Source: an optimization exercise on an open RTL-to-GDS flow (aim: small area). Production flows keep margins and buffers that such runs may drop. Function was checked by simulation only, so behaviour that the tests miss may differ from the original. Power and IR drop assume default switching activity.

### flow/config.mk
export PLATFORM = sky130hd
export DESIGN_NAME = motor_driver_top
export DESIGN_NICKNAME = motor_driver_top
export VERILOG_FILES = /design/flow/design.v
export SDC_FILE = /design/flow/constraint.sdc
export NUM_CORES = 4
export LEC_CHECK = 0
export CAP_MARGIN = 20
export CORE_MARGIN = 2
export CORE_UTILIZATION = 40
export SLEW_MARGIN = 20
### flow/run.sh
#!/bin/bash
# synth_recipe.tcl (not shown) runs the flow's synth.tcl, then flattens the netlist and writes it again
# the make line also repeats each setting of config.mk as NAME=value (left out here)
make -C /OpenROAD-flow-scripts/flow DESIGN_CONFIG=/design/flow/config.mk WORK_HOME=/design/flow/orfs CLKGATE_MAP_FILE= SYNTH_SCRIPT=/design/flow/synth_recipe.tcl finish
### flow/design.v
`timescale 1ns / 1ps
module bin2dec (
    input clk,
    input rst,
    input start,
    input [15:0] din,
    output done,
    output reg [15:0] dout
);
    reg [2:0] state;
    reg [31:0] data;
    reg [31:0] div;
    reg [3:0] mod;
    reg [1:0] byte_count;
    assign done = (state == 0 || state == 1) ? 1 : 0;
    always@(posedge clk)
        if (rst) begin
            state <= 0;
            data <= 0;
            div <= 0;
            mod <= 0;
            byte_count <= 0;
            dout <= 0;
        end
        else
        case (state)
        0: begin
            if (start == 1) begin
                state <= 2;
                data <= ({16'b0, din} * 1000) >> 16;
                byte_count <= 0;
            end
        end
        1: begin
            if (start == 0)
                state <= 0;
        end
        2: begin
            div <= data / 10;
            mod <= data % 10;
            state <= 4;
        end
        3: begin
            if (byte_count == 3)
                state <= 1;
            else
                state <= 2;
            data <= div;
            byte_count <= byte_count + 1;
        end
        4: begin
            dout[11:0] <= dout[15:4];
            dout[15:12] <= mod[3:0];
            state <= 3;
        end
        default: begin
            state <= 0;
        end
        endcase
endmodule
`timescale 1ns / 1ps
module current_sensor(
    input CLK100MHZ,
    input rst,
    input [15:0] adc_data,
    output [15:0] sseg_data_out
);
    localparam SAMPLE_COUNT = 1000;
    wire [15:0] data;
    reg [32:0] count;
    reg [1:0] state;
    reg [15:0] sseg_data;
    reg b2d_start;
    reg [15:0] b2d_din;
    wire [15:0] b2d_dout;
    wire b2d_done;
    assign data = adc_data;
    always @ (posedge(CLK100MHZ)) begin
        if (rst) begin
            state <= 0;
            count <= 0;
            sseg_data <= 0;
            b2d_start <= 1'b0;
            b2d_din <= 0;
        end
        else
        case (state)
        0: begin
            state <= 1;
            count <= 0;
        end
        1: begin
            if (count >= SAMPLE_COUNT) begin
                if (data > 16'hFFD0) begin
                    sseg_data <= 16'h1000;
                    state <= 0;
                end 
                else begin
                    b2d_start <= 1'b1;
                    b2d_din <= data;
                    state <= 2;
                end
            end else
            count <= count + 1'b1;
        end
        2: begin
            b2d_start <= 1'b0;
            if (b2d_done == 1'b1) begin
                sseg_data <= b2d_dout;
                state <= 0;
            end
        end
        endcase
    end
    bin2dec m_b2d (
        .clk(CLK100MHZ),
        .rst(rst),
        .start(b2d_start),
        .din(b2d_din),
        .done(b2d_done),
        .dout(b2d_dout)
    );
    assign sseg_data_out = sseg_data;
endmodule
`timescale 1ns/1ps
module comparator(
    input [15:0] current_num,
    input clk,
    input rst,
    output reg reset_out
);
    always @(posedge clk) begin
        if (rst)
            reset_out <= 0;
        else
            reset_out <= (current_num >= 900) ? 1 : 0;
    end
endmodule
`timescale 1ns / 1ps
module sevenseg_controller(
        input clk,             
        input rst,             
        input SW7,             
        input [15:0] current_num,  
        output [6:0] SEG,  
        output [3:0] AN    
    );
    reg [3:0] an_temp;
    reg [19:0] counter;  
    reg [3:0] LED_BCD;   
    reg [6:0] seg_temp;
    always @(posedge clk) begin
        if (rst)
            counter <= 0;
        else
            counter <= counter + 1;
    end
    always @(*) begin
        case(counter[19:18])
            2'b00: begin  
                an_temp = 4'b0111;
                if (SW7 == 1'b1) begin
                    LED_BCD = 4'b1010;  
                end
                else begin
                    LED_BCD = 4'b1011;  
                end
            end
            2'b01: begin  
                an_temp = 4'b1011;
                LED_BCD = ((current_num % 1000) / 100);  
            end
            2'b10: begin
                an_temp = 4'b1101;
                LED_BCD = ((current_num % 1000) % 100) / 10;  
            end
            2'b11: begin
                an_temp = 4'b1110;
                LED_BCD = ((current_num % 1000) % 100) % 10;  
            end
        endcase
    end
    assign AN = an_temp;
    always @(*) begin
        case(LED_BCD)             
            4'b0000: seg_temp = 7'b1000000;  
            4'b0001: seg_temp = 7'b1111001;  
            4'b0010: seg_temp = 7'b0100100;  
            4'b0011: seg_temp = 7'b0110000;  
            4'b0100: seg_temp = 7'b0011001;  
            4'b0101: seg_temp = 7'b0010010;  
            4'b0110: seg_temp = 7'b0000010;  
            4'b0111: seg_temp = 7'b1111000;  
            4'b1000: seg_temp = 7'b0000000;  
            4'b1001: seg_temp = 7'b0011000;  
            4'b1010: seg_temp = 7'b0101111;  
            4'b1011: seg_temp = 7'b0001110;  
            default: seg_temp = 7'b1000000;  
        endcase
    end
    assign SEG = seg_temp;
endmodule
`timescale 1ns/1ps
module motor_controller(
    input [7:0] SW,  
    input clk,
    input rst,
    input reset_in,
    output [3:0] IN
);
    reg [16:0] timer_counter;  
    reg [3:0] in_temp;
    reg [16:0] width;          
    reg [7:0] SW_out;
    always @(*) begin
        SW_out = SW;
        case (SW_out)
            8'b00000000: begin
                width = 17'd0;
            end
            8'b00000001: begin
                width = 17'd39321;   
            end
            8'b00000010: begin
                width = 17'd52428;  
            end
            8'b00000100: begin
                width = 17'd65536;  
            end
            8'b00001000: begin
                width = 17'd78643;  
            end
            8'b00010000: begin
                width = 17'd91750;  
            end
            8'b00100000: begin
                width = 17'd104858;  
            end
            8'b01000000: begin
                width = 17'd117965;  
            end
            8'b10000000: begin
                width = 17'd0;
            end
            8'b10000001: begin
                width = 17'd39321;  
            end
            8'b10000010: begin
                width = 17'd52428;  
            end
            8'b10000100: begin
                width = 17'd65536;  
            end
            8'b10001000: begin
                width = 17'd78643;  
            end
            8'b10010000: begin
                width = 17'd91750;  
            end
            8'b10100000: begin
                width = 17'd104858;  
            end
            8'b11000000: begin
                width = 17'd117965;  
            end
            default: begin
                width = 17'd0;  
            end
        endcase
    end
    always @(posedge clk) begin
        if (rst) begin
            timer_counter <= 0;
            in_temp <= 4'b0000;
        end
        else begin
        timer_counter <= timer_counter + 1;
        if ((timer_counter < width) && (SW[7] == 1) && (reset_in != 1)) begin
            in_temp <= 4'b1001;
        end
        else if ((timer_counter < width) && (SW[7] == 0) && (reset_in != 1)) begin
            in_temp <= 4'b0110;
        end
        else begin
            in_temp <= 4'b0000;
        end
        end
    end
    assign IN = in_temp;
endmodule
`timescale 1ns / 1ps
module motor_driver_top(
        input [7:0] SW,            
        input clk,                 
        input rst,                 
        input [15:0] adc_data,     
        output [7:0] LED,
        output [3:0] AN,
        output [6:0] SEG,
        output [3:0] IN
    );
    wire reset;               
    wire [15:0] current;  
    wire [3:0] in_temp;       
    wire [6:0] seg_temp;      
    wire [3:0] an_temp;       
    current_sensor u1 (.CLK100MHZ(clk),
                       .rst(rst),
                       .sseg_data_out(current),
                       .adc_data(adc_data)
                       );
    comparator u3 (.current_num(current),
                   .clk(clk),
                   .rst(rst),
                   .reset_out(reset)
                   );
    sevenseg_controller u2 (.clk(clk),
                            .rst(rst),
                            .SW7(SW[7]),
                            .current_num(current),
                            .SEG(seg_temp),
                            .AN(an_temp)
                            );
    motor_controller u0 (.SW(SW),         
                         .clk(clk),       
                         .rst(rst),
                         .reset_in(reset),
                         .IN(in_temp)
                         );
    assign SEG = seg_temp;
    assign AN = an_temp;
    assign IN = in_temp;
    assign LED = SW;
endmodule
### flow/constraint.sdc
create_clock -name core_clock -period 100.0 [get_ports {clk}]
set_input_delay 20.0000 -clock core_clock [delete_from_list [all_inputs] [get_ports {clk}]]
set_output_delay 20.0000 -clock core_clock [all_outputs]
set_load 0.01 [all_outputs]
==> run notes <==
-- layout by cell type, fill, tap and decap left out, types with 36 or more instances in the layout --
cell             count
nand3_1             60
clkdlybuf4s50_1     47
ha_1                81
dfxtp_1            150
o21ai_0             62
nor3_1              36
xnor2_1             40
a21oi_1            116
xor2_1              40
fa_1                53
nand2_1            178
nor2_1             192
inv_1               46
-- through the flow --
stage / hold slack, ns / util / power (mW)
finish: 0.446 / 0.443 / 0.157
global route: 0.474 / 0.443 / 0.164
CTS: 0.450 / 0.443 / 0.158
detailed placement: 0.442 / 0.424 / 0.0902
global placement: 0.438 / 0.424 / 0.0899
floorplan: 0.426 / - / 0.0830
-- registers in the layout (all words and copies together) (netlist names), 3 cells and up --
register	flops
u1.m_b2d.div	7
u2.counter	20
u1.m_b2d.data	10
u1.m_b2d.state	3
u0.timer_counter	17
u1.sseg_data	16
u1.count	33
u1.m_b2d.dout	16
u1.m_b2d.mod	4
u1.b2d_din	16
-- metal layers --
layer / vias to the layer above / GRT usage / part of all wire
li1: 6298 / - / -
met1: 5897 / 0.250 / 0.49
met2: 213 / 0.300 / 0.46
met3: 51 / 0.0213 / 0.030
met4: 0 / 0.0564 / 0.023
met5: - / 0 / 0
-- cell usage after synthesis, types with 40 or more instances --
library cell  number  area share
xnor2_1           40       0.025
clkbuf_1          65       0.017
o21ai_0           62       0.022
nor2_1           192       0.051
dfxtp_1          150        0.21
fa_1              53       0.076
inv_1             46       0.012
ha_1              81       0.072
nand3_1           60       0.021
nand2_1          178       0.048
xor2_1            40       0.025
a21oi_1          116       0.041
-- kinds of logic after synthesis --
family	after synthesis
compound gates	488
fa+ha+maj	136
buf+inv	147
simple gates	686
mux	44
flops	150
xor+xnor	82
-- worst paths after layout --
kind	start	end	slack, ns
worst max-delay path	SW[7]	SEG[5]	57.68
worst min-delay path	u1.sseg_data[0]$_SDFFE_PP0P_	u1.sseg_data[0]$_SDFFE_PP0P_	0.45
worst max register to register	u1.m_b2d.data[8]$_SDFFE_PP0P_	u1.m_b2d.mod[3]$_SDFFE_PP0P_	92.37
worst min register to register	u1.sseg_data[0]$_SDFFE_PP0P_	u1.sseg_data[0]$_SDFFE_PP0P_	0.45
-- worst max-delay path, delay by kind of cell --
kind | cells | cell delay, ns
AO/OA/AOI/OAI | 3 | 0.38
adder cells (fa/ha/maj) | 1 | 0.20
buffers and inverters | 3 | 1.25
AND/OR/NAND/NOR | 1 | 0.48
-- power by group --
part	internal, mW	switching (mW)	total (mW)
logic	0.00801	0.0161	0.0241
clock network	0.0426	0.0251	0.0676
registers	0.0622	0.00259	0.0648
total	0.113	0.0438	0.157
-- area by class of cell --
class                      count  area, um2  area share
inverter                      46        173      0.0113
timing repair buffer          54        523      0.0343
clock buffer                  21        450      0.0295
clock inverter                11        173      0.0113
tap                          455        569      0.0373
multi-input combinational   1436      10400       0.679
sequential                   150       3000       0.197
==> results.yml <==
place:
  pre_cts_slack_ns: 57.71
  io_buffers: 48
  gp_congestion: 0.884
  dp_hpwl_um: 24600
  dp_cells: 2141
  placed_area_um2: 14600
global_route:
  globalRouteTotalUtil: 0.183
  grt_max_degree: 65
  grt-ovfl-total: 0
  grt_pass1_vias: 11700
  antenna_found_initial: 0
  grt_pass1_wl_um: 56600
floorplanning:
  rows: 68
  die_x_um: 191
  ios: 49
  core_region_area_um2: 34500
  start_util: 0.406
  dieArea_um2: 36500
  die_h_um: 191
detailed_routing:
  drtAntennaViolNets: 0
  drc_errors: 0
  wl_per_cell_um: 15.1
  first_pass_iters: 5
  route.vias.total: 12500
  drtIter0Drc: 775
  routed_wl_um: 32700
  avgViaCountPerCell: 5.73
timing:
  fin_skew_ns: 0.00697
  relSlewSlack: 0.279
  final-max-slew-violation-count: 0
  grt_setup_unrepaired: "false"
  final-setup-viol-count: 0
  min_period_ns: 42.32
  timing.final.hold_violations: 0
  worst_slack_ns: 57.68
  worst_pin_slew_ns: 1.08
  tns_ns: 0
  final.period_utilization: 0.423
  max_freq_ghz: 0.0236
logic_synthesis:
  synthCells: 1733
  synth_compound_area_frac: 0.260
  syn_area_um2: 14000
  synth-seq-cells: 150
  synthDistinctLibCells: 121
  yosysWarningCount: 5
  seq_area_frac_synth: 0.215
  synth_top_family_by_area: "compound AO/OA/AOI/OAI gates"
  synthAdderAreaFrac: 0.150
  synth_area_per_cell_um2: 8.08
  yosys.area_share.simple: 0.244
  synth_top_flop_cell: "dfxtp_1"
  synth_fp_nets: 1893
  async_reset_ff_frac: 0
  synth_edf_count: 0
  synth_xor_area_frac: 0.0524
  synth.mux.area_fraction: 0.0334
setup_path:
  crit_type: "primary input to output pin"
  critical_path_arrival_ns: 22.32
  critPathMaxStageDelay_ns: 0.58
  reg2reg_depth: 26
  crit_path_top_delay_cell: "clkdlybuf4s50_1"
  cp.required_ns: 80.00
  startpoint_type: "primary input"
  endpoint_kind: "output pin"
  crit_chain: "clkdlybuf4s50_1 -> o21a_1 -> o31ai_1 -> inv_1 -> ha_1 -> or4b_4 -> o221ai_1 -> clkdlybuf4s50_1"
  cp_common_cell: "clkdlybuf4s50_1"
  worstPathMaxFanout: 5
clock_tree:
  clk_pin_slew_ns: 0.06
  htreeDepth: 4
  clock_sinks: 150
  cts_tree: "built"
  post_cts_buffers: 0
  cts_hold_buf: 0
  clock-root-buffer: "clkbuf_16"
  insertion_delay_ns: 0.42
  cts_resized: 0
  cts_buffers: 17
  clockBufferDepth: 2
finish:
  fillers: 3384
  syn2layout_area_growth_pct: 8.96
  nNetsFinal: 1865
  stdcell_area_um2: 15200
  drive_above_1_share: 0.0757
  finalNonFillerCells: 2173
  n_antenna_cell: 0
power:
  static-leakage-power_nw: 6.07
  vdd_drop_max_mv: 0.0110
  powerDensity_nw_per_um2: 10.3
worst_hold_path:
  hold_path_depth: 2
  min_path_type: "flip-flop to flip-flop"
flow_run:
  cap_viol_max_count: 0
status:
  status: "finished clean"

## static timing again, ports no longer ideal
The results above use ideal ports. As a check the final layout listed here was re-extracted and re-timed, cells and wires unchanged. Step 1 sets driving cells, clkbuf_16 on the clock port and buf_2 on the other inputs (assumed; they add their load-dependent delay and slew). Step 2 moves the port delays by t, midway between the first and last clock arrival at a register: inputs arrive t later, outputs are due t later. That takes back most of the time a late clock gives input paths. Slacks: no drivers / after step 1 / after step 2; pairs: no drivers / after step 1.
shift t [ns]: 0.458
slack for setup (ns): 57.684 / 57.660 / 57.660
worst setup path after step 2: input to output
After both steps this run still meets setup and hold. For this run, drivers alone change the setup slack by -0.024 ns; drivers and shift together by -0.024 ns.
